What follows belongs to an exercise in optimizing a design on an open flow for small area; a production flow would make more cautious choices. Only simulation tests tie the RTL to the original design; equivalence was not proved. Power is estimated from default activity; no workload was simulated.

## run a
==> flow/design.v (excerpt) <==
module top_PF (
    input  signed [7:0] i_signals,
    input               clk,
    input               rst,
    output              o_clock,
    output signed [7:0] o_signal,
    output        [1:0] pwm
);
Settings: LEC_CHECK=0, ABC_AREA=1, CAP_MARGIN=20, CORE_MARGIN=2, CORE_UTILIZATION=70, CTS_BUF_LIST=sky130_fd_sc_hd__clkbuf_16, CTS_CLUSTER_DIAMETER=90, CTS_CLUSTER_SIZE=28, SLEW_MARGIN=20; clock period 20.0 ns.
standard.sh (not shown) runs the stock make flow with config.mk's settings and CLKGATE_MAP_FILE= SYNTH_SCRIPT=/design/flow/synth_recipe.tcl, a recipe that flattens the netlist after the stock synthesis.
==> flow/flow/run.sh <==
#!/bin/bash
# The standard layout (standard.sh: every ORFS step, synthesis included,
# unchanged), with two options passed to it:
#  - CTS_ARGS: the clock tree as cts.tcl would build it from config.mk's CTS
#    settings, plus -dont_use_dummy_load (no dummy loads on the leaf nets);
#  - BUFFER_PORTS_ARGS: every input and output port is still buffered, with
#    sky130_fd_sc_hd__buf_1 instead of the delay cell buffer_ports picks.
# ORFS writes each step's full log under orfs/logs/; make's own output goes
# to standard_flow.log.
set -euo pipefail
CTS="-sink_clustering_enable -repair_clock_nets -dont_use_dummy_load"
CTS="$CTS -buf_list sky130_fd_sc_hd__clkbuf_16"
CTS="$CTS -sink_clustering_size 28 -sink_clustering_max_diameter 90"
bash standard.sh "CTS_ARGS=$CTS" "BUFFER_PORTS_ARGS=-buffer_cell sky130_fd_sc_hd__buf_1" finish > standard_flow.log 2>&1
Setup changes, run a to run b
--- a/flow/design.v
+++ b/flow/design.v
@@ -114,16 +114,15 @@
 end
 always @(posedge clk or negedge rst)
   if (!rst) par <= 1'b0;
   else if (ev_x) par <= ~par;
 wire [14:0] a1_in = ev_x ? {{6{xnew[7]}}, xnew, 1'b0} : acc1;
 wire [14:0] a1_sum;
-wire [7:0] h1g = (ev_x || w1 || w2) ? h1 : 8'd0;    
-pf_add #(15) u_a1 (.a(a1_in), .b({{7{h1g[7]}}, h1g}), .ci(1'b0), .s(a1_sum), .co());
+pf_add #(15) u_a1 (.a(a1_in), .b({{7{h1[7]}}, h1}), .ci(1'b0), .s(a1_sum), .co());
 always @(posedge clk)
-  acc1 <= a1_sum;
+  if (ev_x || w1 || w2) acc1 <= a1_sum;
 wire [20:0] a1x = {{6{acc1[14]}}, acc1};
 wire [20:0] t9, t41;
 pf_add #(21) u_w1 (.a(a1x), .b({a1x[17:0], 3'b000}), .ci(1'b0), .s(t9),  .co());
 pf_add #(21) u_w2 (.a(t9),  .b({a1x[15:0], 5'b00000}), .ci(1'b0), .s(t41), .co());
 wire [8:0] W = t41[20:12];
 reg  [3:0] r2 [0:57];
@@ -133,23 +132,21 @@
 wire       start2 = pend2 && !run2 && (q2 == 6'd0);
 wire       end2   = run2 && (q2 == 6'd0);
 reg  signed [13:0] acc2;
 reg  [7:0] zold, zrun;
 wire [7:0] zsrc = start2 ? zold : zrun;
 wire [7:0] znext;
-wire [3:0] h2g = (start2 || run2) ? h2 : 4'd0;
-pf_add #(8) u_z (.a(zsrc), .b({{4{h2g[3]}}, h2g}), .ci(1'b0), .s(znext), .co());
+pf_add #(8) u_z (.a(zsrc), .b({{4{h2[3]}}, h2}), .ci(1'b0), .s(znext), .co());
 wire [13:0] a2_in = start2 ? {{5{W[8]}}, W} : acc2;
 wire [13:0] a2_sum;
-wire [7:0] zadd = (start2 || run2) ? zsrc : 8'd0;    
-pf_add #(14) u_a2 (.a(a2_in), .b({{6{zadd[7]}}, zadd}), .ci(1'b0), .s(a2_sum), .co());
+pf_add #(14) u_a2 (.a(a2_in), .b({{6{zsrc[7]}}, zsrc}), .ci(1'b0), .s(a2_sum), .co());
 wire [3:0] enew = W[3:0] - zrun[3:0];
 always @(posedge clk) begin
   for (i = 0; i < 57; i = i + 1) r2[i] <= r2[i+1];
   r2[57] <= clr ? 4'd0 : (end2 ? enew : h2);
-  zrun <= znext;
+  if (start2 || run2) zrun <= znext;
 end
 always @(posedge clk or negedge rst)
   if (!rst) begin
     q2 <= 6'd0;
     pend2 <= 1'b0;
     run2 <= 1'b0;
@@ -158,13 +155,13 @@
   end else begin
     q2 <= (end2 || q2 == 6'd57) ? 6'd0 : q2 + 6'd1;
     if (ev_p2) pend2 <= 1'b1;
     else if (start2) pend2 <= 1'b0;
     if (start2) run2 <= 1'b1;
     else if (end2) run2 <= 1'b0;
-    acc2 <= a2_sum;
+    if (start2 || run2) acc2 <= a2_sum;
     if (start2) zold <= znext;
   end
 wire [22:0] bx = {{9{acc2[13]}}, acc2};
 wire [22:0] b17, b273;
 pf_add #(23) u_v1 (.a(bx),  .b({bx[18:0], 4'b0000}), .ci(1'b0), .s(b17),  .co());
 pf_add #(23) u_v2 (.a(b17), .b({bx[14:0], 8'b00000000}), .ci(1'b0), .s(b273), .co());
@@ -204,39 +201,37 @@
 pf_add #(8) u_dl (.a(msel), .b(~fl), .ci(~nz), .s(dlt), .co());
 wire [15:0] hnew;    
 wire [7:0]  dlg = hupd ? dlt : 8'd0;
 pf_add #(16) u_hn (.a(hh), .b({{8{dlg[7]}}, dlg}), .ci(1'b0), .s(hnew), .co());
 wire hupd = c0 || mcalc;
 wire [7:0] xstep;
-wire [3:0] xd = (lapA || mcalc) ? xh : 4'd0;           
-pf_add #(8) u_xs (.a(xrun), .b(~{{4{xd[3]}}, xd}), .ci(1'b1), .s(xstep), .co());
+pf_add #(8) u_xs (.a(xrun), .b(~{{4{xh[3]}}, xh}), .ci(1'b1), .s(xstep), .co());
 wire [23:0] acc_sum;
-wire [23:0] pacc = (c0 || lapA) ? mp[23:0] : 24'd0;    
-pf_add #(24) u_acc (.a(c0 ? 24'd0 : acc), .b(pacc), .ci(1'b0), .s(acc_sum), .co());
+pf_add #(24) u_acc (.a(c0 ? 24'd0 : acc), .b(mp[23:0]), .ci(1'b0), .s(acc_sum), .co());
 always @(posedge clk) begin
   for (i = 0; i < 29; i = i + 1) begin
     xr[i] <= xr[i+1];
     hr[i] <= hr[i+1];
   end
   xr[29] <= clr ? 4'd0 : (slip ? dv : xh);
   hr[29] <= clr ? 16'd0 : hnew;
   if (c0) dv <= V[3:0] - x0r[3:0];
   else if (slip) dv <= xh;
   if (c0 || c30 || clr) xrun <= x0r;    
-  else xrun <= xstep;
+  else if (lapA || mcalc) xrun <= xstep;
 end
 always @(posedge clk or negedge rst)
   if (!rst) begin
     acc <= 24'sd0;
     yn <= 16'sd0;
     dn <= 8'd0;
     x0r <= 8'd0;
     mreg <= 8'd0;
     mleft <= 8'd0;
   end else begin
-    acc <= acc_sum;
+    if (c0 || lapA) acc <= acc_sum;
     if (ev_s) yn <= acc[23:8];
     if (ev_dn) dn <= {~i_signals[7], i_signals[6:0]};
     if (mcalc) mreg <= mnew;
     if (c60) mleft <= mnew;
     if (c30) x0r <= V;
   end
==> comparison <==
- Run b ended with less required time of the critical path than run a.
- Run a and run b ended up with roughly the same internal cell power.
- Between run a and run b, the total power consumption of the routed design figures differ only marginally.
- Run a → run b: cell count after synthesis held steady; minimum clock period after layout now smaller; non-clock buffer count shows an increase of 2; power per unit of standard cell area decreased by about 0.9% relative to the old numbers; final critical-path share of the clock period saw a decrease.
- There was hardly any difference in synthesized netlist net count between run b and run a.
- Run b — post-route cell area 0.62% higher, run a as reference

---

Another version of the RTL of top_PF (not shown whole).
Size in the first run: roughly 3500 cells after synthesis, ~21 I/O pins, roughly 49000 um2 of cells after synthesis.
Settings: LEC_CHECK=0, ABC_AREA=1, CAP_MARGIN=20, CORE_MARGIN=2, CORE_UTILIZATION=70, CTS_BUF_LIST=sky130_fd_sc_hd__clkbuf_16, CTS_CLUSTER_DIAMETER=60, CTS_CLUSTER_SIZE=28, SLEW_MARGIN=20; clock period 20.0 ns.
==> flow/flow/run.sh <==
#!/bin/bash
# The standard layout (the standard.sh, every ORFS step unchanged), with
# one CTS option added: no dummy loads on the clock tree's leaf nets.  The
# other CTS options are the ones cts.tcl builds from config.mk.
set -euo pipefail
CTS="-sink_clustering_enable -repair_clock_nets -dont_use_dummy_load"
CTS="$CTS -buf_list sky130_fd_sc_hd__clkbuf_16"
CTS="$CTS -sink_clustering_size 28 -sink_clustering_max_diameter 90"
bash standard.sh "CTS_ARGS=$CTS" finish > standard_flow.log 2>&1
The starting point completed without violations.
Change:
--- a/flow/design.v
+++ b/flow/design.v
@@ -204,21 +204,21 @@
 pf_add #(24) u_acc (.a(c0 ? 24'd0 : acc), .b(mp[23:0]), .ci(1'b0), .s(acc_sum), .co());
 always @(posedge clk) begin
   for (i = 0; i < 29; i = i + 1) begin
     xr[i] <= xr[i+1];
     hr[i] <= hr[i+1];
   end
   xr[29] <= clr ? 4'd0 : (slip ? dv : xh);
   hr[29] <= clr ? 16'd0 : hnew;
   if (c0) dv <= V[3:0] - x0r[3:0];
   else if (slip) dv <= xh;
-  if (c0 || c30 || clr) xrun <= x0r;    
+  if (c0 || c30) xrun <= x0r;
   else if (lapA || mcalc) xrun <= xstep;
 end
 always @(posedge clk or negedge rst)
   if (!rst) begin
     acc <= 24'sd0;
     yn <= 16'sd0;
     dn <= 8'd0;
     x0r <= 8'd0;
     mreg <= 8'd0;
     mleft <= 8'd0;
What happened: The changed run ran to the end with no violations; final area hardly moves; power rose slightly; worst setup slack gets worse by 0.17 ns; die area stays flat; count of clock-buffer cells in the layout rose by 1; maximum frequency fell slightly; via count rose by a few percent.

---

top_PF with an RTL version that a note above also has.
For scale: roughly 3,500 cells after synthesis, ~1,800 flip-flops, ~21 I/O pins.
==> flow/config.mk <==
export PLATFORM = sky130hd
export DESIGN_NAME = top_PF
export DESIGN_NICKNAME = top_PF
export VERILOG_FILES = /design/flow/design.v
export SDC_FILE = /design/flow/constraint.sdc
export NUM_CORES = 4
export LEC_CHECK = 0
export ABC_AREA = 1
export CAP_MARGIN = 20
export CORE_MARGIN = 2
export CORE_UTILIZATION = 70
export CTS_BUF_LIST = sky130_fd_sc_hd__clkbuf_16
export CTS_CLUSTER_DIAMETER = 60
export CTS_CLUSTER_SIZE = 28
export SLEW_MARGIN = 20
==> flow/constraint.sdc <==
create_clock -name core_clock -period 20.0 [get_ports {clk}]
set_input_delay 4.0000 -clock core_clock [delete_from_list [all_inputs] [get_ports {clk}]]
set_output_delay 4.0000 -clock core_clock [all_outputs]
set_load 0.01 [all_outputs]
==> flow/flow/run.sh <==
#!/bin/bash
# The standard layout (the standard.sh, every ORFS step unchanged), with
# one CTS option added: no dummy loads on the clock tree's leaf nets.  The
# other CTS options are the ones cts.tcl builds from config.mk.
set -euo pipefail
CTS="-sink_clustering_enable -repair_clock_nets -dont_use_dummy_load"
CTS="$CTS -buf_list sky130_fd_sc_hd__clkbuf_16"
CTS="$CTS -sink_clustering_size 28 -sink_clustering_max_diameter 60"
bash standard.sh "CTS_ARGS=$CTS" finish > standard_flow.log 2>&1
==> next run, changes <==
--- a/flow/design.v
+++ b/flow/design.v
@@ -79,49 +79,53 @@
 wire c31     = pa12 && (pb == 5'd15);    
 wire c60     = pa13 && (pb == 5'd20);    
 wire lapA    = (pa11 && pb >= 5'd9) || (pa12 && pb <= 5'd13);    
 wire mcalc   = (pa12 && pb >= 5'd15) || (pa13 && pb <= 5'd19);   
 wire slip    = mcalc || c60;                                     
 wire ge90  = (pa > 4'd3) || (pa3 && pb >= 5'd18);
 wire le179 = (pa < 4'd7) || (pa7 && pb <= 5'd11);
 wire ge270 = (pa > 4'd11) || (pa11 && pb >= 5'd6);
 assign o_clock = (ge90 && le179) || ge270;
 reg clr;
-always @(posedge clk or negedge rst)
-  if (!rst) clr <= 1'b1;
-  else if (pa == 4'd2 && pb == 5'd9) clr <= 1'b0;     
-reg  [7:0] re [0:48];
-reg  [7:0] ro [0:48];
-reg        par;           
+reg  [7:0] r1 [0:97];
+reg  [7:0] xin;
+reg  [6:0] q1;
+reg        pend1, run1;
+wire [7:0] h1 = r1[0];
+wire       start1 = pend1 && (q1 == 7'd0);
 reg  signed [14:0] acc1;
-wire [7:0] xnew = {~i_signals[7], i_signals[6:0]};
-wire w1 = (pa3 && pb >= 5'd19) || (pa == 4'd4) || (pa == 4'd5 && pb <= 5'd18);    
-wire w2 = (pa == 4'd5 && pb >= 5'd19) || (pa == 4'd6) || (pa7 && pb <= 5'd19);    
-wire rsel = w1 ? ~par : par;
-wire [7:0] h1 = rsel ? ro[0] : re[0];
 integer i;
 always @(posedge clk) begin
-  for (i = 0; i < 48; i = i + 1) begin
-    re[i] <= re[i+1];
-    ro[i] <= ro[i+1];
-  end
-  re[48] <= clr ? 8'd0 : ((ev_x && !par) ? xnew : re[0]);
-  ro[48] <= clr ? 8'd0 : ((ev_x &&  par) ? xnew : ro[0]);
-end
-always @(posedge clk or negedge rst)
-  if (!rst) par <= 1'b0;
-  else if (ev_x) par <= ~par;
-wire [14:0] a1_in = ev_x ? {{6{xnew[7]}}, xnew, 1'b0} : acc1;
+  for (i = 0; i < 97; i = i + 1) r1[i] <= r1[i+1];
+  r1[97] <= clr ? 8'd0 : (start1 ? xin : h1);
+end
+always @(posedge clk)
+  if (ev_x) xin <= {~i_signals[7], i_signals[6:0]};
+always @(posedge clk or negedge rst)
+  if (!rst) begin
+    q1 <= 7'd0;
+    pend1 <= 1'b0;
+    run1 <= 1'b0;
+    clr <= 1'b1;
+  end else begin
+    q1 <= (start1 || q1 == 7'd97) ? 7'd0 : q1 + 7'd1;
+    if (ev_x) pend1 <= 1'b1;
+    else if (start1) pend1 <= 1'b0;
+    if (start1) run1 <= 1'b1;
+    else if (q1 == 7'd96) run1 <= 1'b0;
+    if (q1 == 7'd97) clr <= 1'b0;
+  end
+wire [14:0] a1_in = start1 ? {{6{xin[7]}}, xin, 1'b0} : acc1;
 wire [14:0] a1_sum;
 pf_add #(15) u_a1 (.a(a1_in), .b({{7{h1[7]}}, h1}), .ci(1'b0), .s(a1_sum), .co());
 always @(posedge clk)
-  if (ev_x || w1 || w2) acc1 <= a1_sum;
+  if (start1 || run1) acc1 <= a1_sum;
 wire [20:0] a1x = {{6{acc1[14]}}, acc1};
 wire [20:0] t9, t41;
 pf_add #(21) u_w1 (.a(a1x), .b({a1x[17:0], 3'b000}), .ci(1'b0), .s(t9),  .co());
 pf_add #(21) u_w2 (.a(t9),  .b({a1x[15:0], 5'b00000}), .ci(1'b0), .s(t41), .co());
 wire [8:0] W = t41[20:12];
 reg  [3:0] r2 [0:57];
 reg  [5:0] q2;
 reg        pend2, run2;
 wire [3:0] h2 = r2[0];
 wire       start2 = pend2 && !run2 && (q2 == 6'd0);
Result: Clock-buffer cell count rose by 1; sequential power is about the same; die area is higher slightly; utilization climbs by 0.23 points; routed wire length shrinks by about a fifth; hold slack is better by 0.060 ns; worst setup slack is worse by 0.099 ns; global-route usage went down by 5.4 points.

==> port drivers added, routing unchanged <==
Ports are ideal in the flow. The routed layouts listed here were re-timed in OpenROAD. Step 1, drivers: a clkbuf_16 drives clk and a buf_2 each remaining input, both assumed. Step 2, shift: input delay + t, output delay - t, t = (earliest + latest rising clock arrival at the registers) / 2. This alone moves slack from input paths to output paths. a / b / c = no drivers / after step 1 / after step 2; a / b = the first two.
run	t, ns	setup WS [ns]	cell pins on the clock port's net
run a	0.698	3.705 / 3.705 / 3.705	1
run b	0.701	3.988 / 3.988 / 3.988	1
the first run of note 2	0.678	3.951 / 3.951 / 3.951	1
the second run of note 2	0.688	3.781 / 3.781 / 3.781	1
the first run of note 3	0.699	3.805 / 3.805 / 3.805	1
the second run of note 3	0.694	3.706 / 3.706 / 3.706	1
After both steps every run listed still meets setup and hold.
